This design comes from an exercise in tuning for small area on the open sky130 flow, not from production work.
The RTL was checked by simulation tests, not by an equivalence proof against the original design.
No activity file was given, so power comes from the tool's default toggle rates.

[flow/constraint.sdc]
create_clock -name core_clock -period 10.0 [get_ports {clk}]
set_input_delay 2.0000 -clock core_clock [delete_from_list [all_inputs] [get_ports {clk}]]
set_output_delay 2.0000 -clock core_clock [all_outputs]
set_load 0.01 [all_outputs]
[flow/design.v]
`timescale 1ns / 1ps
module BCD_to_SEG(
    input [3:0] BCD,
    output reg [7:0] SEG
);
always @* begin
    case (BCD)
        4'b0000: SEG = 8'b1111_1100;
        4'b0001: SEG = 8'b0110_0000;
        4'b0010: SEG = 8'b1101_1010;
        4'b0011: SEG = 8'b1111_0010;
        4'b0100: SEG = 8'b0110_0110;
        4'b0101: SEG = 8'b1011_0110;
        4'b0110: SEG = 8'b1011_1110;
        4'b0111: SEG = 8'b1110_0000;
        4'b1000: SEG = 8'b1111_1110;
        4'b1001: SEG = 8'b1111_0110;
        4'b1010: SEG = 8'b1110_1110;
        4'b1011: SEG = 8'b0011_1110;
        4'b1100: SEG = 8'b1001_1100;
        4'b1101: SEG = 8'b0111_1010;
        4'b1110: SEG = 8'b1001_1110;
        4'b1111: SEG = 8'b1000_1110;
        default: SEG = 8'b0000_0000;
    endcase
end
endmodule
`timescale 1ns / 1ps
module minterm_generator (
    input [1:0] in,
    output reg [3:0] out
);
always @(*) begin
    case (in)
        2'b00 : out = 4'b0001;
        2'b01 : out = 4'b0010;
        2'b10 : out = 4'b0100;
        2'b11 : out = 4'b1000;
    endcase
end
endmodule
`timescale 1ns / 1ps
module mux_2_to_1 (
    input [1:0] in,
    input sel,
    output reg out
);
always @(*) begin
    if (sel == 1'b0) begin
        out = in[0];
    end else begin
        out = in[1];
    end
end
endmodule
`timescale 1ns / 1ps
module mux_4_to_1 (
    input [3:0] in,
    input [1:0] sel,
    output reg out
);
always @(*) begin
    case (sel)
        2'b00 : out = in[0];
        2'b01 : out = in[1];
        2'b10 : out = in[2];
        2'b11 : out = in[3];
    endcase
end
endmodule
`timescale 1ns / 1ps
module auto_turning (
    input clk,  
    input rst,
    input enable,
    input trigger_turn_left,
    input trigger_turn_right,
    input trigger_turn_back,
    output reg turn_left,
    output reg turn_right,
    output reg is_turning
);
parameter TURNING_TIME = 450;  
reg [31:0] max_cnt;
reg [31:0] cnt;
reg is_turning_temp;
reg turn_left_temp;
reg turn_right_temp;
reg [1:0] state;
reg [1:0] next_state;
parameter WAITING = 2'b00, LEFT_TURNING = 2'b01, RIGHT_TURNING = 2'b10, BACK_TURNING = 2'b11;
always @* begin
    case (state)
        WAITING :  {turn_left, turn_right, is_turning} = 3'b000;
        LEFT_TURNING : {turn_left, turn_right, is_turning} = 3'b101;
        RIGHT_TURNING : {turn_left, turn_right, is_turning} = 3'b011;
        BACK_TURNING : {turn_left, turn_right, is_turning} = 3'b011;
    endcase
end
always @* begin
    case (state)
        WAITING : begin
            case ({trigger_turn_left, trigger_turn_right, trigger_turn_back})
                3'b100: next_state = LEFT_TURNING;
                3'b010: next_state = RIGHT_TURNING;
                3'b001: next_state = BACK_TURNING;
                default:  next_state = WAITING;
            endcase
        end
        LEFT_TURNING, RIGHT_TURNING: begin
            if (cnt == TURNING_TIME - 1) begin
                next_state = WAITING;
            end else begin
                next_state = state;
            end
        end 
        BACK_TURNING : begin
            if (cnt == (TURNING_TIME << 1) - 1) begin
                next_state = WAITING;
            end else begin
                next_state = state;
            end
        end
    endcase
end
always @(posedge clk) begin
    if (rst)
        cnt <= 0;
    else
    case (state)
        LEFT_TURNING, RIGHT_TURNING, BACK_TURNING: cnt <= cnt + 1;
        default: cnt <= 0;
    endcase
end
always @(posedge clk) begin
    if (rst) begin
        state <= WAITING;
    end else if (enable) begin
        state <= next_state;
    end else begin
        state <= WAITING;
    end
end
endmodule
`timescale 1ns / 1ps
module start(
    input clk,
    input rst,
    input power,
    input [1:0] mode_selection,
    input brk,
    output reg [1:0] mode
    );
parameter OFF = 2'b00, ON = 2'b01, PRESSING_ON = 2'b10, PRESSING_OFF = 2'b11;
reg [1:0] state;
reg [1:0] next_state;
parameter div = 500;  
reg [31:0] cnt;
always@(*) begin
    case (state)
        OFF, PRESSING_ON: mode = 2'b00;
        ON, PRESSING_OFF: begin
            case (mode_selection)
                2'b00, 2'b10: mode = 2'b01;  
                2'b01: mode = 2'b11;  
                2'b11: mode = 2'b10;  
            endcase
        end
    endcase
end
always @(*) begin
    case (state)
        OFF: begin
            if (power)
                next_state = PRESSING_ON;
            else
                next_state = OFF;
        end
        ON: begin
            if (power)
                next_state = PRESSING_OFF;
            else
                next_state = ON;
        end
        PRESSING_ON: begin
            if (cnt == div - 1)
                next_state = ON;
            else if (power)
                next_state = PRESSING_ON;
            else
                next_state = OFF;
        end
        PRESSING_OFF: begin
            if (cnt == div - 1)
                next_state = OFF;
            else if (power)
                next_state = PRESSING_OFF;
            else
                next_state = ON;
        end
    endcase
end
always @(posedge clk) begin
    if (rst || brk)
        state <= OFF;
    else
        state <= next_state;
end
always @(posedge clk) begin 
    if (rst)
        cnt <= 0;
    else
    case (state)
        PRESSING_ON, PRESSING_OFF: cnt <= cnt + 1;
        default: cnt <= 0;
    endcase
end
endmodule
`timescale 1ns / 1ps
module man(
    input enable,
    input clk,
    input rst,
    input reverse,
    input brake,
    input clutch,
    input throttle,
    input left,
    input right,
    input enable_auto_turing,
    input back,
    output reg brk,
    output reg move_forward,
    output reg move_backward,
    output reg turn_left,
    output reg turn_right,
    output [1:0] out_state
    );
parameter BREAK = 2'b11, NOT_STARTING = 2'b00, STARTING = 2'b01, MOVING = 2'b10;
reg [1:0] state;
reg [1:0] next_state;
assign out_state = state;
always @(*) begin
  case (state)
    MOVING: begin
      if (reverse) begin
        {move_forward, move_backward} = 2'b01;
      end else begin
        {move_forward, move_backward} = 2'b10;
      end
    end
    default: {move_forward, move_backward} = 2'b00;
    endcase
end
wire auto_left, auto_right;
auto_turning auto_inst(
    .clk(clk),
    .rst(rst),
    .enable(enable_auto_turing),
    .trigger_turn_left(left),
    .trigger_turn_right(right),
    .trigger_turn_back(back),
    .turn_left(auto_left),
    .turn_right(auto_right),
    .is_turning()
    );
always @(*) begin
  case (state)
    STARTING, MOVING: begin
      if (enable_auto_turing) {turn_left, turn_right} = {auto_left, auto_right};
      else {turn_left, turn_right} = {left, right};
    end
    default: {turn_left, turn_right} = 2'b00;
  endcase
end
always @(*) begin
  case (state)
    BREAK: brk = 1'b1;
    default: brk = 1'b0;
  endcase
end
reg temp_reverse;
always @(*) begin
  case (state)
    NOT_STARTING: begin
      case ({brake, throttle, clutch})
        3'b010: next_state = BREAK;
        3'b011: next_state = STARTING;
        default: next_state = NOT_STARTING;
      endcase
    end
    STARTING: begin
      case ({brake, throttle, clutch})
        3'b100, 3'b101, 3'b110, 3'b111: next_state = NOT_STARTING;
        3'b010: next_state = MOVING;
        default: next_state = STARTING;
      endcase
    end
    MOVING: begin
      if (temp_reverse != reverse) begin
         next_state = BREAK;
      end else begin
        case ({brake, throttle, clutch})
          3'b100, 3'b101, 3'b110, 3'b111: next_state = NOT_STARTING;
          3'b001, 3'b000, 3'b011: next_state = STARTING;
          3'b010: next_state = MOVING;
        endcase
      end 
    end
    default: next_state = state;
  endcase
end
always@(posedge clk) begin
  temp_reverse <= rst ? 1'b0 : reverse;
  if (rst) begin
    state <= NOT_STARTING;
  end else if (enable) begin
    state <= next_state;
  end else begin
    state <= NOT_STARTING;
  end
end 
endmodule
`timescale 1ns / 1ps
module semi_auto(
    input enable,
    input clk,  
    input rst,
    input move_forward,
    input move_left,
    input move_right,
    input move_backward,
    input [3:0] detector,
    output reg out_move_forward,
    output turn_left,
    output turn_right,
    output [2:0] out_state
    );
parameter WAITING = 3'b001, 
TRIGGER_LEFT = 3'b010, TRIGGER_RIGHT = 3'b011, TRIGGER_BACK = 3'b100, TURNING = 3'b101, 
DIR_MOVING = 3'b110, MOVING = 3'b111, MOVING_END = 3'b000;
reg [2:0] state;
reg [2:0] next_state;
parameter TURNING_TRIGGER = 100;  
parameter MOVING_END_TIME = 50;  
reg [31:0] turn_cnt;
reg [31:0] moving_end_cnt;
assign out_state = state;
reg trigger_turn_left, trigger_turn_right, trigger_turn_back;
wire is_turning;
auto_turning auto_inst(
    .clk(clk),
    .rst(rst),
    .enable(enable),
    .trigger_turn_left(trigger_turn_left),
    .trigger_turn_right(trigger_turn_right),
    .trigger_turn_back(trigger_turn_back),
    .turn_left(turn_left),
    .turn_right(turn_right),
    .is_turning(is_turning)
);
always @* begin
    case (state)
        WAITING, TURNING : begin
            {out_move_forward, trigger_turn_left, trigger_turn_right, trigger_turn_back} = 4'b0000;
        end 
        TRIGGER_LEFT : begin
            {out_move_forward, trigger_turn_left, trigger_turn_right, trigger_turn_back} = 4'b0100;
        end
        TRIGGER_RIGHT : begin
            {out_move_forward, trigger_turn_left, trigger_turn_right, trigger_turn_back} = 4'b0010;
        end
        TRIGGER_BACK : begin
            {out_move_forward, trigger_turn_left, trigger_turn_right, trigger_turn_back} = 4'b0001;
        end
        DIR_MOVING, MOVING, MOVING_END : begin
            {out_move_forward, trigger_turn_left, trigger_turn_right, trigger_turn_back} = 4'b1000;
        end
    endcase
end
always @* begin
    case (state)
        WAITING : begin       
            case ({move_forward, move_left, move_right, move_backward, detector})
                8'b1000_0000, 8'b1000_0001, 8'b1000_0010, 8'b1000_0011, 
                8'b1000_0100, 8'b1000_0101, 8'b1000_0110, 8'b1000_0111: begin
                    next_state = DIR_MOVING;
                end
                8'b0100_0000, 8'b0100_0001, 8'b0100_0100, 8'b0100_0101,
                8'b0100_1000, 8'b0100_1001, 8'b0100_1100, 8'b0100_1101: begin
                    next_state = TRIGGER_LEFT;
                end
                8'b0010_0000, 8'b0010_0010, 8'b0010_0100, 8'b0010_0110,
                8'b0010_1000, 8'b0010_1010, 8'b0010_1100, 8'b0010_1110: begin
                    next_state = TRIGGER_RIGHT;
                end
                8'b0001_0000, 8'b0001_0001, 8'b0001_0010, 8'b0001_0011,
                8'b0001_1000, 8'b0001_1001, 8'b0001_1010, 8'b0001_1011: begin
                    next_state = TRIGGER_BACK;
                end
                default: begin
                    next_state = WAITING;
                end
            endcase
        end
        TRIGGER_LEFT, TRIGGER_RIGHT, TRIGGER_BACK : begin
            if (turn_cnt == TURNING_TRIGGER - 1) begin
                next_state = TURNING;
            end else begin
                next_state = state;
            end
        end
        TURNING : begin
            if (~is_turning) begin
                next_state = DIR_MOVING;
            end else begin
                next_state = TURNING;
            end
        end
        DIR_MOVING : begin
            if (detector == 4'b0011) begin
                next_state = MOVING;
            end else begin
                next_state = DIR_MOVING;
            end
        end
        MOVING : begin
            if (~detector[1] || ~detector[0] || detector[3]) begin 
                next_state = MOVING_END;
            end else begin
                next_state = MOVING;
            end   
        end
        MOVING_END : begin
            if (moving_end_cnt == MOVING_END_TIME - 1) begin
                case (detector)
                    4'b1011: next_state = TRIGGER_BACK;
                    4'b1001: next_state = TRIGGER_LEFT;
                    4'b1010: next_state = TRIGGER_RIGHT;
                    default: next_state = WAITING;
                endcase
            end else begin
                next_state = MOVING_END;
            end
        end
    endcase
end
always @(posedge clk) begin
    if (rst) begin
        state <= WAITING;
    end else if (enable) begin
        state <= next_state;
    end else begin
        state <= WAITING;
    end
end
always @(posedge clk) begin
    if (rst)
        turn_cnt <= 0;
    else
    case (state)
        TRIGGER_LEFT, TRIGGER_RIGHT, TRIGGER_BACK: turn_cnt <= turn_cnt + 1;
        default: turn_cnt <= 0;
    endcase
end
always @(posedge clk) begin
    if (rst)
        moving_end_cnt <= 0;
    else
    case (state)
        MOVING_END: moving_end_cnt <= moving_end_cnt + 1;
        default: moving_end_cnt <= 0;
    endcase
end
endmodule
`timescale 1ns / 1ps
module auto(
    input enable,
    input clk,
    input rst,
    input start,
    input [3:0] detector,
    output move_forward,
    output turn_left,
    output turn_right,
    output reg move_backward,
    output reg place_barrier_signal,
    output destroy_barrier_signal,
    output [3:0] out_state
    ); 
    assign destroy_barrier_signal = 0;
    parameter SEMI_WAITING_STATE = 3'b001, SEMI_DIR_MOVING_STATE = 3'b110,
    SEMI_TRIGGER_TURN_BACK = 3'b100, SEMI_TRIGGER_TURN_LEFT = 3'b010, SEMI_TRIGGER_TURN_RIGHT = 3'b011;
    parameter WAITING = 4'b0000, MAKING_DESICION = 4'b0001, 
    TRIGGER_FRONT = 4'b0010, TRIGGER_LEFT = 4'b0011, TRIGGER_RIGHT = 4'b0100, TRIGGER_BACK = 4'b0101,
    TURNING = 4'b1000, MOVING_FROM_END = 4'b1010, MOVING = 4'b1001, BACKING = 4'b0110, FORWARD = 4'b0111,
    TRIGGER_LOOP = 4'b1100, LOOP_TURN_LEFT = 4'b1101, LOOP_TURN_RIGHT = 4'b1110, LOOP_TURNING = 4'b1111;
    reg [3:0] state;
    reg [3:0] next_state;
    assign out_state = state;
    reg trigger_forward, trigger_left, trigger_right, trigger_back;
    wire semi_turn_left, semi_turn_right;
    reg semi_enable;
    wire semi_forward;
    wire [2:0] semi_state;
    semi_auto semi_inst(
        .enable(semi_enable),
        .clk(clk),
        .rst(rst),
        .move_forward(trigger_forward),
        .move_left(trigger_left),
        .move_right(trigger_right),
        .move_backward(trigger_back),
        .detector(detector),
        .out_move_forward(semi_forward),
        .turn_left(semi_turn_left),
        .turn_right(semi_turn_right),
        .out_state(semi_state)
    );
    reg auto_forward;
    mux_2_to_1 mux_inst(.in({semi_forward, auto_forward}), .sel(semi_enable), .out(move_forward));
    always @(*) begin
        case (state)
            TRIGGER_FRONT: {trigger_forward, trigger_left, trigger_right, trigger_back} = 4'b1000;
            TRIGGER_LEFT: {trigger_forward, trigger_left, trigger_right, trigger_back} = 4'b0100;
            TRIGGER_RIGHT: {trigger_forward, trigger_left, trigger_right, trigger_back} = 4'b0010;
            TRIGGER_BACK: {trigger_forward, trigger_left, trigger_right, trigger_back} = 4'b0001;
            default: {trigger_forward, trigger_left, trigger_right, trigger_back} = 4'b0000;
        endcase
    end
    always @(*) begin
        case (state)
            TRIGGER_FRONT, TRIGGER_LEFT, TRIGGER_RIGHT, TRIGGER_BACK,
            TURNING, MOVING_FROM_END, MOVING: 
                semi_enable = 1'b1;
            default: semi_enable = 1'b0;
        endcase
    end
    wire auto_turn_left, auto_turn_right, auto_is_turning;
    reg auto_turn_trigger_left, auto_turn_trigger_right;
    reg auto_turn_enable;
    auto_turning auto_turn_inst(
        .enable(auto_turn_enable),
        .clk(clk),
        .rst(rst),
        .trigger_turn_left(auto_turn_trigger_left),
        .trigger_turn_right(auto_turn_trigger_right),
        .trigger_turn_back(1'b0),
        .turn_left(auto_turn_left),
        .turn_right(auto_turn_right),
        .is_turning(auto_is_turning)
    );
    mux_4_to_1 mux_turn_left(.in({1'b0, auto_turn_left, semi_turn_left, 1'b0}), 
        .sel({auto_turn_enable, semi_enable}), .out(turn_left));
    mux_4_to_1 mux_turn_right(.in({1'b0, auto_turn_right, semi_turn_right, 1'b0}),
        .sel({auto_turn_enable, semi_enable}), .out(turn_right));
    always @(*) begin
        case (state)
            LOOP_TURN_LEFT: {auto_turn_enable, auto_turn_trigger_left, auto_turn_trigger_right} = 3'b110;
            LOOP_TURN_RIGHT: {auto_turn_enable, auto_turn_trigger_left, auto_turn_trigger_right} = 3'b101;
            LOOP_TURNING: {auto_turn_enable, auto_turn_trigger_left, auto_turn_trigger_right} = 3'b100;
            default: {auto_turn_enable, auto_turn_trigger_left, auto_turn_trigger_right} = 3'b000;
        endcase
    end
    reg [31:0] backward_cnt;
    reg [31:0] forward_cnt;
    parameter BACKWARD_TIME = 750;  
    parameter FORWARD_TIME = 375;  
    reg [15:0] x;
    reg [15:0] y;
    reg [15:0] mark_x;
    reg [15:0] mark_y;
    reg [1:0] dir;
    reg [1:0] mark_dir;
    parameter NORTH = 2'b00, EAST = 2'b01, SOUTH = 2'b10, WEST = 2'b11;
    always @(posedge clk) begin
        if (enable && !rst) begin
            case ({move_forward, move_backward})
                2'b10: begin
                    case (dir)
                        NORTH: x <= x + 1;
                        EAST: y <= y + 1;
                        SOUTH: x <= x - 1;
                        WEST: y <= y - 1;
                    endcase
                end
                2'b01: begin
                    case (dir)
                        NORTH: x <= x - 1;
                        EAST: y <= y - 1;
                        SOUTH: x <= x + 1;
                        WEST: y <= y + 1;
                    endcase
                end
                default: begin
                    x <= x;
                    y <= y;
                end
            endcase
        end else begin
            x <= 0;
            y <= 0;
        end
    end
    reg [3:0] old_state;
    always @(posedge clk) begin
        old_state <= rst ? WAITING : state;
    end
    reg [2:0] old_semi_state;
    always @(posedge clk) begin
        old_semi_state <= rst ? SEMI_WAITING_STATE : semi_state;
    end
    always @(posedge clk) begin
        if (enable && !rst) begin
            if (state == MOVING) begin
                if (old_semi_state != semi_state) begin
                    case (semi_state)
                        SEMI_TRIGGER_TURN_LEFT: dir <= dir - 1;
                        SEMI_TRIGGER_TURN_RIGHT: dir <= dir + 1;
                        default: dir <= dir;
                    endcase
                end else begin
                    dir <= dir;
                end
            end else if (old_state != state && state == TURNING) begin
                case (old_state)
                    TRIGGER_LEFT, LOOP_TURN_LEFT: dir <= dir - 1;
                    TRIGGER_RIGHT, LOOP_TURN_RIGHT: dir <= dir + 1;
                    TRIGGER_BACK, MOVING: dir <= dir + 2;
                    default: dir <= dir;
                endcase
            end else begin
                dir <= dir;
            end
        end else begin
            dir <= NORTH;
        end
    end
    reg remark;
    always @(posedge clk) begin
        if (enable && !rst) begin
            if (old_state != state && state == MAKING_DESICION) begin
                case (old_state)
                    WAITING, FORWARD: remark <= 1'b1;
                    default: remark <= 1'b0;
                endcase
            end else begin
                remark <= remark;
            end
        end else begin
            remark <= 1'b0;
        end
    end
    parameter REMARK_COUNT = 1000;
    reg trigger_remark_delay;
    reg [31:0] remark_count;
    reg [15:0] temp_mark_x;
    reg [15:0] temp_mark_y;
    reg [1:0] temp_mark_dir;
    always @(posedge clk) begin
        if (rst) begin
            temp_mark_x <= 0;
            temp_mark_y <= 0;
            temp_mark_dir <= NORTH;
            trigger_remark_delay <= 1'b0;
        end else if (state != old_state && state == MOVING && remark) begin
            temp_mark_x <= x;
            temp_mark_y <= y;
            temp_mark_dir <= dir;
            trigger_remark_delay <= 1'b1;
        end else begin
            temp_mark_x <= temp_mark_x;
            temp_mark_y <= temp_mark_y;
            temp_mark_dir <= temp_mark_dir;
            trigger_remark_delay <= 1'b0;
        end
    end
    reg trigger_remark;
    always @(posedge clk) begin
        if (enable && !rst) begin 
            if (remark_count != 0 || trigger_remark_delay) begin
                if (remark_count == REMARK_COUNT) begin
                    trigger_remark <= 1'b1;
                    remark_count <= 0;
                end else begin
                    trigger_remark <= 1'b0;
                    remark_count <= remark_count + 1;
                end
            end else begin
                trigger_remark <= 1'b0;
                remark_count <= 0;
            end
        end else begin
            trigger_remark <= 1'b0;
            remark_count <= 0;
        end
    end
    always @(posedge clk) begin
        case ({enable & ~rst, trigger_remark})
            2'b10: begin
                mark_x <= mark_x;
                mark_y <= mark_y;
                mark_dir <= mark_dir;
            end
            2'b11: begin
                mark_x <= temp_mark_x;
                mark_y <= temp_mark_y;
                mark_dir <= temp_mark_dir;
            end
            default: begin
                mark_x <= 1 << 14;
                mark_y <= 1 << 14;
                mark_dir <= NORTH;
            end
        endcase
    end
    wire [15:0] temp_delta_x;
    assign temp_delta_x = x - mark_x;
    wire [15:0] temp_delta_y;
    assign temp_delta_y = y - mark_y;
    reg [15:0] delta_x;
    reg [15:0] delta_y;
    always @(*) begin
        if (temp_delta_x[15]) begin
            delta_x = -temp_delta_x;
        end else begin
            delta_x = temp_delta_x;
        end
    end
    always @(*) begin
        if (temp_delta_y[15]) begin
            delta_y = -temp_delta_y;
        end else begin
            delta_y = temp_delta_y;
        end
    end
    always @(*) begin
        case (state)
            BACKING: {auto_forward, move_backward, place_barrier_signal} = 3'b010;
            FORWARD: {auto_forward, move_backward, place_barrier_signal} = 3'b101;
            default: {auto_forward, move_backward, place_barrier_signal} = 3'b000;
        endcase
    end
    always @(*) begin
        case (state)
            WAITING: begin
                if (start) begin 
                    next_state = MAKING_DESICION;
                end else begin
                    next_state = WAITING;
                end
            end
            MAKING_DESICION : begin
                case (detector)
                    4'b0000, 4'b0010, 4'b0100, 4'b0110, 
                    4'b1100, 4'b1110, 4'b1000, 4'b1010: begin
                        next_state = TRIGGER_RIGHT;
                    end
                    4'b0001, 4'b0011, 4'b0101, 4'b0111: begin
                        next_state = TRIGGER_FRONT;
                    end
                    4'b1101, 4'b1001: begin
                        next_state = TRIGGER_LEFT;
                    end
                    4'b1011: begin
                        next_state = TRIGGER_BACK;
                    end
                    default: next_state = WAITING;
                endcase
            end
            TRIGGER_FRONT, TRIGGER_LEFT, TRIGGER_RIGHT, TRIGGER_BACK: begin
                if (semi_state != SEMI_WAITING_STATE) begin  
                    next_state = TURNING;
                end else begin                                        
                    next_state = state;
                end
            end
            TURNING: begin
                if (semi_state == SEMI_DIR_MOVING_STATE) begin
                    if (detector == 4'b0111) begin
                        next_state = MOVING_FROM_END;
                    end else begin
                        next_state = MOVING;
                    end
                end else begin
                    next_state = TURNING;
                end
            end
            MOVING: begin
                case (semi_state)
                    SEMI_TRIGGER_TURN_BACK: next_state = TURNING; 
                    SEMI_WAITING_STATE: next_state = MAKING_DESICION;
                    default: begin
                        if (delta_x >> 5 == 16'b0 && delta_y >> 5 == 16'b0 && dir == mark_dir) begin
                            next_state = TRIGGER_LOOP;
                        end else begin
                            next_state = MOVING;
                        end
                    end
                endcase
            end
            MOVING_FROM_END: begin
                case (semi_state)
                    SEMI_WAITING_STATE: next_state = BACKING;
                    SEMI_TRIGGER_TURN_BACK: next_state = WAITING;
                    default: next_state = MOVING_FROM_END;
                endcase
            end
            TRIGGER_LOOP: begin
                case (detector)
                    4'b0000, 4'b0010, 4'b0110: next_state = LOOP_TURN_LEFT; 
                    4'b0101: next_state = LOOP_TURN_RIGHT;
                    4'b0001, 4'b0011: next_state = BACKING;
                    default: next_state = WAITING;  
                endcase
            end
            LOOP_TURN_LEFT, LOOP_TURN_RIGHT: begin
                if (auto_is_turning) begin
                    next_state = LOOP_TURNING;
                end else begin
                    next_state = state;
                end
            end
            LOOP_TURNING: begin
                if (auto_is_turning) begin
                    next_state = LOOP_TURNING;
                end else begin
                    next_state = BACKING;
                end
            end
            BACKING: begin
                if (backward_cnt == BACKWARD_TIME) begin
                    next_state = FORWARD;
                end else begin
                    next_state = BACKING;
                end
            end
            FORWARD: begin
                if (forward_cnt == FORWARD_TIME) begin
                    next_state = MAKING_DESICION;
                end else begin
                    next_state = FORWARD;
                end
            end
            default: next_state = WAITING;
        endcase
    end
    always @(posedge clk) begin
        if (rst) begin
            state <= WAITING;
        end else if (enable) begin
            state <= next_state;
        end else begin
            state <= WAITING;
        end
    end
    always @(posedge clk) begin
        if (rst)
            backward_cnt <= 0;
        else
        case (state)
            BACKING: backward_cnt <= backward_cnt + 1;
            default: backward_cnt <= 0;
        endcase
    end
    always @(posedge clk) begin
        if (rst)
            forward_cnt <= 0;
        else
        case (state)
            FORWARD: forward_cnt <= forward_cnt + 1;
            default: forward_cnt <= 0;
        endcase
    end
endmodule
`timescale 1ns / 1ps
module car_LED(
    input clk,
    input rst,
    input stay,
    input twinkle_left,
    input twinkle_right,
    output reg left_light,
    output reg right_light
    );
parameter div = 150;  
reg clk_div;
reg [31:0] cnt;
always @(posedge clk) begin 
    if (rst) begin
        clk_div <= 1'b0;
        cnt <= 0;
    end
    else if (cnt == (div >> 1) - 1) begin
        clk_div <= ~clk_div;
        cnt <= 0;
    end
    else begin
        cnt <= cnt + 1;
    end
end
wire clk_div_rise = (cnt == (div >> 1) - 1) && !clk_div;
always@(posedge clk) begin
  if (rst)
    {left_light, right_light} <= 2'b00;
  else if (clk_div_rise)
  case ({stay, twinkle_left, twinkle_right})
    3'b100, 3'b111: {left_light, right_light} <= 2'b11;
    3'b110, 3'b010: {left_light, right_light} <= {~left_light, 1'b0};
    3'b101, 3'b001: {left_light, right_light} <= {1'b0, ~right_light};
    default: {left_light, right_light} <= 2'b00;
  endcase
end
endmodule
`timescale 1ns / 1ps
module car_mileage(
  input clk,
  input rst,
  input reset,
  input move_forward,
  input move_backward,
  output reg [15:0] mile
  );
parameter FORWARD_COUNT = 46;  
parameter BACKWARD_COUNT = 92;  
reg [1:0] state;
reg [31:0] forward_cnt;
reg [31:0] backward_cnt;
parameter STOP = 2'b00, FORWARD = 2'b01, BACKWARD = 2'b10, CLEAR = 2'b11;
reg [15:0] temp_mile;
always@(*) begin
  case (state)
    CLEAR: temp_mile = 16'b0;
    STOP: temp_mile = mile;
    FORWARD: begin
      if (forward_cnt == FORWARD_COUNT - 1)
        temp_mile = mile + 1;
      else
        temp_mile = mile;
    end
    BACKWARD: begin
      if (backward_cnt == BACKWARD_COUNT - 1)
        temp_mile = mile + 1;
      else
        temp_mile = mile;
    end
  endcase
end
always @(*) begin
  case ({reset, move_forward, move_backward})
    3'b000, 3'b111: state = STOP;
    3'b010: state = FORWARD;
    3'b001: state = BACKWARD;
    default: state = CLEAR;
  endcase
end
always @(posedge clk) begin 
  if (rst) begin
    forward_cnt <= 0;
    backward_cnt <= 0;
  end else
  case (state)
    FORWARD: begin
      backward_cnt <= backward_cnt;
      if (forward_cnt == FORWARD_COUNT - 1)
        forward_cnt <= 0;
      else
        forward_cnt <= forward_cnt + 1;
    end
    BACKWARD: begin
      if (backward_cnt == BACKWARD_COUNT - 1)
        backward_cnt <= 0;
      else
        backward_cnt <= backward_cnt + 1;
    end
    STOP: begin
      forward_cnt <= forward_cnt;
      backward_cnt <= backward_cnt;
    end
    CLEAR: begin
      forward_cnt <= 0;
      backward_cnt <= 0;
    end
  endcase
end
reg [2:0] carry;
wire [3:0] added_mile1;
wire [3:0] added_mile2;
wire [3:0] added_mile3;
assign added_mile1 = temp_mile[7:4] + carry[0];
assign added_mile2 = temp_mile[11:8] + carry[1];
assign added_mile3 = temp_mile[15:12] + carry[2];
always @(posedge clk) begin
  if (rst) begin
    carry <= 3'b0;
    mile <= 16'b0;
  end else begin
  case (temp_mile[3:0]) 
    4'b1010, 4'b1011, 4'b1100, 4'b1101, 
    4'b1110, 4'b1111: {carry[0], mile[3:0]} <= {1'b1, temp_mile[3:0] - 4'b1010};
    default: {carry[0], mile[3:0]} <= {1'b0, temp_mile[3:0]};
  endcase
  case (added_mile1) 
    4'b1010, 4'b1011, 4'b1100, 4'b1101, 
    4'b1110, 4'b1111: {carry[1], mile[7:4]} <= {1'b1, added_mile1 - 4'b1010};
    default: {carry[1], mile[7:4]} <= {1'b0, added_mile1};
  endcase
  case (added_mile2) 
    4'b1010, 4'b1011, 4'b1100, 4'b1101, 
    4'b1110, 4'b1111: {carry[2], mile[11:8]} <= {1'b1, added_mile2 - 4'b1010};
    default: {carry[2], mile[11:8]} <= {1'b0, added_mile2};
  endcase
  case (added_mile3) 
    4'b1010, 4'b1011, 4'b1100, 4'b1101, 
    4'b1110, 4'b1111: mile[15:12] <= added_mile3 - 4'b1010;
    default: mile[15:12] <= added_mile3;
  endcase
  end
end
endmodule
`timescale 1ns / 1ps
module car_seg (
    input clk,  
    input reset,
    input [1:0] mode,
    input [15:0] mile,
    output reg [7:0] seg_en,
    output reg [7:0] seg_out0,
    output reg [7:0] seg_out1
);
parameter 
SEG_null = 8'b0000_0000,
SEG_O = 8'b1111_1100,
SEG_F = 8'b1000_1110,
SEG_H = 8'b0110_1110,
SEG_A = 8'b1110_1110,
SEG_U = 8'b0111_1100,
SEG_S = 8'b1011_0110,
SEG_E = 8'b1001_1110;
reg [31:0] seg0;
wire [31:0] seg1;
reg [3:0] enable;
always @(*) begin
    if (mode == 2'b00) begin
        seg_en = {enable, 4'b0000};
    end else begin
        seg_en = {enable, enable};
    end
end
always@(*) begin
    case(mode)
    2'b00: seg0 = {SEG_null, SEG_O, SEG_F, SEG_F};
    2'b01: seg0 = {SEG_null, SEG_null, SEG_H, SEG_A};
    2'b10: seg0 = {SEG_null, SEG_null, SEG_A, SEG_U};
    2'b11: seg0 = {SEG_null, SEG_null, SEG_S, SEG_E};
    endcase
end
BCD_to_SEG s3(
    .BCD(mile[15:12]),
    .SEG(seg1[31:24])
);
BCD_to_SEG s2(
    .BCD(mile[11:8]),
    .SEG(seg1[23:16])
);
BCD_to_SEG s1(
    .BCD(mile[7:4]),
    .SEG(seg1[15:8])
);
BCD_to_SEG s0(
    .BCD(mile[3:0]),
    .SEG(seg1[7:0])
);
reg[3:0] number_mask;
always@(*) begin
    if (mile >> 12) number_mask = 4'b1111;
    else if (mile >> 8) number_mask = 4'b0111;
    else number_mask = 4'b0011;
end
always@(*) begin
    case (enable)
        4'b1000: begin
            seg_out0 = seg0[31:24];
            if (number_mask[3]) seg_out1 = seg1[31:24];
            else seg_out1 = SEG_null;
        end
        4'b0100: begin
            seg_out0 = seg0[23:16];
            if (number_mask[2]) seg_out1 = seg1[23:16];
            else seg_out1 = SEG_null;
        end
        4'b0010: begin
            seg_out0 = seg0[15:8];
            if (number_mask[1]) seg_out1 = {seg1[15:9], 1'b1};
            else seg_out1 = SEG_null;
        end
        4'b0001: begin
            seg_out0 = seg0[7:0];
            if (number_mask[0]) seg_out1 = seg1[7:0];
            else seg_out1 = SEG_null;
        end
        default: begin
            seg_out0 = SEG_null;
            seg_out1 = SEG_null;
        end
    endcase
end
always@(posedge clk) begin
    if (reset) begin
        enable <= 4'b0000;
    end
    else begin
        if (enable == 4'b0000) enable <= 4'b1000;
        else enable <= enable >> 1;
    end
end
endmodule
`timescale 1ns / 1ps
module car_ctrl(
    input clk,
    input rst,
    input power,
    input [1:0] mode_selection,
    input man_reverse,
    input man_brake,
    input man_clutch,
    input up,
    input right,
    input left,
    input down,
    input middle,
    input middle_click_reverse,
    input [3:0] detector,  
    output left_light,
    output right_light,
    output [3:0] move_signal,  
    output place_barrier,
    output destroy_barrier,
    output [7:0] seg_en,
    output [7:0] seg_out0,
    output [7:0] seg_out1
    );
    wire turn_left, turn_right, move_forward, move_backward;
    assign move_signal = {move_forward, move_backward, turn_left, turn_right};
    wire [1:0] mode;
    parameter MODE_SEMI = 2'b11, MODE_AUTO = 2'b10, MODE_MANUAL = 2'b01, MODE_OFF = 2'b00;
    wire mode_semi, mode_auto, mode_manual, mode_off;
    minterm_generator mode_select(.in(mode), .out({mode_semi, mode_auto, mode_manual, mode_off}));
    wire man_place_barrier, man_destroy_barrier;
    assign man_place_barrier = mode_manual & middle & ~middle_click_reverse;
    assign man_destroy_barrier = mode_manual & middle & middle_click_reverse;
    wire brk;
    start start_inst(
        .clk(clk), 
        .rst(rst),
        .power(~power), 
        .mode_selection(mode_selection), 
        .brk(brk), 
        .mode(mode)
    );
    wire man_move_forward, man_turn_left, man_turn_right, man_move_backward;
    wire [1:0] man_state;
    man man_inst(
        .enable(mode_manual), 
        .clk(clk), 
        .rst(rst),
        .reverse(man_reverse), 
        .brake(man_brake), 
        .clutch(man_clutch), 
        .throttle(up), 
        .left(left), 
        .right(right),
        .back(down),
        .enable_auto_turing(mode_selection[1]),
        .brk(brk), 
        .move_forward(man_move_forward), 
        .move_backward(man_move_backward), 
        .turn_left(man_turn_left), 
        .turn_right(man_turn_right),
        .out_state(man_state)
    );
    wire semi_move_forward, semi_turn_left, semi_turn_right;
    wire [2:0] semi_state;
    semi_auto semi_auto_inst(
        .enable(mode_semi), 
        .clk(clk), 
        .rst(rst),
        .move_forward(up), 
        .move_left(left), 
        .move_right(right), 
        .move_backward(down), 
        .detector(detector),
        .out_move_forward(semi_move_forward), 
        .turn_left(semi_turn_left), 
        .turn_right(semi_turn_right), 
        .out_state(semi_state)
    );
    wire auto_move_forward, auto_turn_left, auto_turn_right, auto_move_backward;
    wire auto_place_barrier, auto_destroy_barrier;
    wire [3:0] auto_state;
    auto auto_inst(
        .enable(mode_auto), 
        .clk(clk), 
        .rst(rst),
        .start(up),
        .detector(detector),
        .move_forward(auto_move_forward),
        .turn_left(auto_turn_left), 
        .turn_right(auto_turn_right), 
        .move_backward(auto_move_backward), 
        .place_barrier_signal(auto_place_barrier), 
        .destroy_barrier_signal(auto_destroy_barrier),
        .out_state(auto_state)
    );
    mux_4_to_1 move_forward_sel(.in({semi_move_forward, auto_move_forward, man_move_forward, 1'b0}), 
        .sel(mode), .out(move_forward));
    mux_4_to_1 turn_left_sel(.in({semi_turn_left, auto_turn_left, man_turn_left, 1'b0}), 
        .sel(mode), .out(turn_left));
    mux_4_to_1 turn_right_sel(.in({semi_turn_right, auto_turn_right, man_turn_right, 1'b0}), 
        .sel(mode), .out(turn_right));
    mux_4_to_1 move_backward_sel(.in({1'b0, auto_move_backward, man_move_backward, 1'b0}), 
        .sel(mode), .out(move_backward));
    mux_4_to_1 place_barrier_sel(.in({1'b0, auto_place_barrier, man_place_barrier, 1'b0}), 
        .sel(mode), .out(place_barrier));
    mux_4_to_1 destroy_barrier_sel(.in({1'b0, auto_destroy_barrier, man_destroy_barrier, 1'b0}), 
        .sel(mode), .out(destroy_barrier));
    wire LED_on;
    assign LED_on = man_state && man_state == 2'b01;
    car_LED LED_inst(
        .clk(clk), 
        .rst(rst),
        .stay(LED_on),
        .twinkle_left(turn_left), 
        .twinkle_right(turn_right), 
        .left_light(left_light), 
        .right_light(right_light)
        );
    wire [15:0] mile;
    car_mileage mileage_inst(
        .clk(clk), 
        .rst(rst),
        .reset(mode_off), 
        .move_forward(move_forward),
        .move_backward(move_backward),
        .mile(mile)
        );
    car_seg seg_inst(
        .clk(clk), 
        .reset(rst),
        .mode(mode), 
        .mile(mile), 
        .seg_en(seg_en), 
        .seg_out0(seg_out0), 
        .seg_out1(seg_out1)
        );
endmodule 
[flow/config.mk]
export PLATFORM = sky130hd
export DESIGN_NAME = car_ctrl
export DESIGN_NICKNAME = car_ctrl
export VERILOG_FILES = /design/flow/design.v
export SDC_FILE = /design/flow/constraint.sdc
export NUM_CORES = 4
export LEC_CHECK = 0
export CAP_MARGIN = 20
export CORE_MARGIN = 2
export CORE_UTILIZATION = 40
export SLEW_MARGIN = 20
[flow/run.sh]
#!/bin/bash
# synth_recipe.tcl (not shown) runs the flow's synth.tcl, then flattens the netlist and writes it again
# the make line also repeats each setting of config.mk as NAME=value (left out here)
make -C /OpenROAD-flow-scripts/flow DESIGN_CONFIG=/design/flow/config.mk WORK_HOME=/design/flow/orfs CLKGATE_MAP_FILE= SYNTH_SCRIPT=/design/flow/synth_recipe.tcl finish
==> impl_results.md <==
- DRT Pass-1 Iters: 6
- Wire per inst: approximately 15 um
- R2R Path End: seg_inst.s1.SEG[2]
- Total number of vias: about 28,000
- Worst Path Required: 10.53 ns
- Seq pwr share: a little under half
- Status: no timing/DRC/antenna violations
- Post-route setup slack: 3.03 ns
- DRT antenna net count: 0
- Layout area overhead: 12.1%
- Register area: about 14,000 um^2
- Crit Path Max Fanout: 12
- Worst-path cell chain: clkdlybuf4s50_1 -> nand2_1 -> nand2_1 -> inv_1 -> ha_1 -> nand2_1 -> a2bb2oi_1 -> and3b_1 -> nand4_1 -> and2_1 -> o21ai_0 -> nand2_1 -> o21ai_0 -> ha_1 -> ha_1 -> xor2_1 -> ha_1 -> a221oi_2 -> nand2b_1 -> a2bb2oi_1
- Total GRT Usage: 17.3%
- Starting Density: 40.4%
- Synth Area in XOR/XNOR: about an eighth
- H-tree levels: 3
- Mux contribution to synthesized area: less than 1%
- Hold_buf cts: 0
- CP Buf/Inv Count: 2
- Avg Cell Area, Syn: between 8 and 9 um^2
- Internal power: 4500 uW
- RSZ-0062 raised after global routing: false
- CP top delay family: simple AND/OR/NAND/NOR gates
- Area of the core: about 85,000 um^2
- DRC Markers: 0
- Die ar.: just under 90,000 um^2
- Layout cells sized above 1: between 4 and 5%
- # Max-Cap Violations: 0
- Complex-gate fraction of the synthesized area: under 10%
- Final Hold Fails: 0
- Later-pin clock latency in the skew report: 0.62 ns
- Root buffer cell: clkbuf_16
- Post-synth top flop: dfxtp_1
- Max IR drop VDD: approximately 0.00013 V
- Number of port buffers: between 40 and 50
- CTS sink count: slightly below 700
- Number of nets in the layout: 4,312
- PD cells: around 150 nW/um^2
- Syn_nets: about 4,300
- Worst min-delay path class: flop to flop
- Adder-cell share of the synthesized area: under 10%
- Mapped Area: 34,400 um^2
- Num rows: roughly 110
- Commonest non-fill, non-tap cell in the layout: dfxtp_1
- Final setup violating endpoints: 0
- Clk pwr share: between 50% and 60%
- R2R cell count: 18
- GPL Wtd Cong: 0.874
- Simple-gate share of the synthesized area: slightly below 30%
- Crit path to: seg_inst.s1.SEG[2]
- Final WL: 78,000 um
- Hold Crit Start: auto_inst.temp_mark_x[5]
- Largest net degree at the start of global routing: a little over 70
- Sw Ratio: a little over a fifth
- Largest stage delay on the critical path: roughly 0.72 ns
- Hpwl dp: 53,800 um
- Cell count after synthesis: 4,159
- Fmax: ~140 MHz
- TNS Setup: 0 ns
- Worst Setup Path Type: input port to flop
- Area of the multi-input gates: between 15,000 and 20,000 um^2
- Fillers: between 8,000 and 9,000
- Synth top area share: between 30% and 40%
- Crit path arrival time: between 7 and 8 ns
- Seq/Total Area, Yosys: around two fifths
- CTS tree: yes
- Fin crit period: ~7.0 ns
- Logic pwr share: 1.2%
- Leakage: 0.0133 uW
- Pre-CTS setup slack: roughly 2.5 ns
- First-pass GRT wire length: around 130,000 um
- Area leader, netlist: dfxtp_1
- Rel. slew slack: 29.2%
- Die width: between 200 and 300 um
- Die Y: about 300 um
- Number of antenna violations at the first check in global routing: 5
- Setup crit end kind: flop
- Number of distinct library cells after synthesis: 100
- Commonest non-fill, non-tap cells in the layout: dfxtp_1, nor2_1, nand2_1
- Largest family of logic cells by synthesized area: simple AND/OR/NAND/NOR gates
- Number of synthesized flops with an enable pin: 34
- Vias per std cell: about 5.2
- R2R Setup Slk: ~4.6 ns
- Global route overflow: 0
- Worst path depth: 20
- Hold Path Depth: 2
- Clock skew: about 0.02 ns
- Vias in the first global route: ~26,000
- Fin crit share: a little over two thirds
- Longest Clk Path Bufs: 3
- Number of synthesized register bits: between 600 and 700
- Setup crit start: mode_selection[1]
- CTS resizes: 0
- Psw: about 1200 uW
- Largest cells by area after synthesis: dfxtp_1, xor2_1, nor2_1, ha_1, nand2_1
- Slew Viols, Final: 0
- Setup crit start kind: input port
- Inserted Clock Buffers: a little under 80
- Reg clk slew, reported paths: roughly 0.060 ns
- Drt initial violations: about 1,700
- Critical path's slowest cell: a221oi_2
- I/O pin total: 50
- Total number of yosys warnings: 12
- Ys async rst share: 0%
- Worst Tran Pin Value: 1.06 ns
- Setup Buffers After CTS: 0
[per-layer routing]
layer	track usage (%)	up-vias	routed length, um
met3	2.48	122	3180
met2	26.7	368	33200
met1	24.9	13000	39500
met4	5.29	4	2090
met5	0	-	27
li1	-	14500	-
[synthesized netlist by cell type (112+ instances only)]
library cell    n
inv_1         160
nor2_1        639
o21ai_0       164
xnor2_1       154
clkbuf_1      112
a21oi_1       189
ha_1          130
nand3_1       223
xor2_1        308
nand2_1       381
dfxtp_1       643
and3_1        147
[flip-flops by register name (all words and copies together) (netlist names), 32 cells and up, named ones only]
register,flops
LED_inst.cnt,32
auto_inst.auto_turn_inst.cnt,32
auto_inst.backward_cnt,32
auto_inst.forward_cnt,32
auto_inst.remark_count,32
auto_inst.semi_inst.auto_inst.cnt,32
auto_inst.semi_inst.moving_end_cnt,32
auto_inst.semi_inst.turn_cnt,32
man_inst.auto_inst.cnt,32
mileage_inst.backward_cnt,32
mileage_inst.forward_cnt,32
semi_auto_inst.auto_inst.cnt,32
semi_auto_inst.moving_end_cnt,32
semi_auto_inst.turn_cnt,32
start_inst.cnt,32
[cell families after synthesis]
group,Yosys count
other,1
DFF,677
xor gates and xnor gates,462
AOI/OAI and AO/OA,542
and+or+nand+nor,2007
adders and majority gates,132
buffers and inverters,305
muxes,33
[power by group through the flow]
stage	Combinational [uW]	Sequential (uW)	Clock, uW
6_report	66.0	2720	2910
4_1_cts	65.8	2720	3000
3_3_place_gp	65.7	2780	0
5_1_grt	70.4	2720	3120
2_1_floorplan	31.2	2780	0
3_5_place_dp	65.5	2780	0
[metrics by stage]
step	instance area (um^2)	power, uW	hold slack (ns)	utilization, %	std cells
5_1_grt	38500	5910	0.467	45.3	5368
4_1_cts	38500	5790	0.449	45.2	5367
3_3_place_gp	35900	2850	0.437	42.1	5224
3_5_place_dp	35900	2850	0.442	42.1	5224
6_report	38500	5700	0.447	45.3	5370
2_1_floorplan	34400	2810	0.426	-	4159
[layout make-up]
cell class	instances	area share, %
Antenna cell	2	0.0130
Clock buffer	111	6.03
Clock inverter	32	0.876
Inverter	163	1.60
Multi-Input combinational cell	3177	50.2
Sequential cell	677	36.0
Tap cell	1144	3.71
Timing Repair Buffer	64	1.57
[how the worst min path moves through the flow]
| stage | end | slack, ns |
|---|---|---|
| after floorplan | auto_inst.semi_inst.turn_cnt[0] | 0.43 |
| final | auto_inst.temp_mark_x[5] | 0.45 |
| after global placement | auto_inst.temp_mark_x[8] | 0.44 |
| after global routing | auto_inst.temp_mark_y[11] | 0.47 |
| after detailed placement | auto_inst.temp_mark_x[2] | 0.44 |
| after CTS | auto_inst.temp_mark_y[11] | 0.45 |
[worst register-to-register path: stages (launching register included)]
cell	delay (ns)
dfxtp_1	0.62
nand2_1	0.21
inv_1	0.20
ha_1	0.32
o211ai_1	0.13
a211o_1	0.46
a31oi_4	0.43
nand3_4	0.15
and2_1	0.17
o21ai_0	0.16
nand2_1	0.07
o21ai_0	0.11
ha_1	0.24
ha_1	0.20
xor2_1	0.37
ha_1	0.32
a221oi_2	0.72
nand2b_1	0.25
a2bb2oi_1	0.20

[separate check: timing with driven ports]
The flow's constraints put no driver on any port. The routed layout listed below was extracted and timed again, unchanged, in two steps.
Step 1: set_driving_cell puts a clkbuf_16 on clk and a buf_2 on each other input, an assumption about the parent block.
Step 2 moves the port delays by t, midway between the first and last clock arrival at a register: inputs arrive t later, outputs are due t later. That takes back most of the time a late clock gives input paths.
Three values: no drivers, after step 1, after step 2; two values: the first two.
t, ns: 0.673
setup WS [ns]: 3.027 / 3.033 / 2.379
hold slack, ns: 0.447 / 0.447 / 0.447
slew at the worst register clock pin (ns): 0.06 / 0.06
worst slew at a driven data input, ns: 0.17
After both steps setup and hold are still met in this run. The setup slack of this run moves by +0.006 ns with the drivers and by -0.648 ns with both steps.
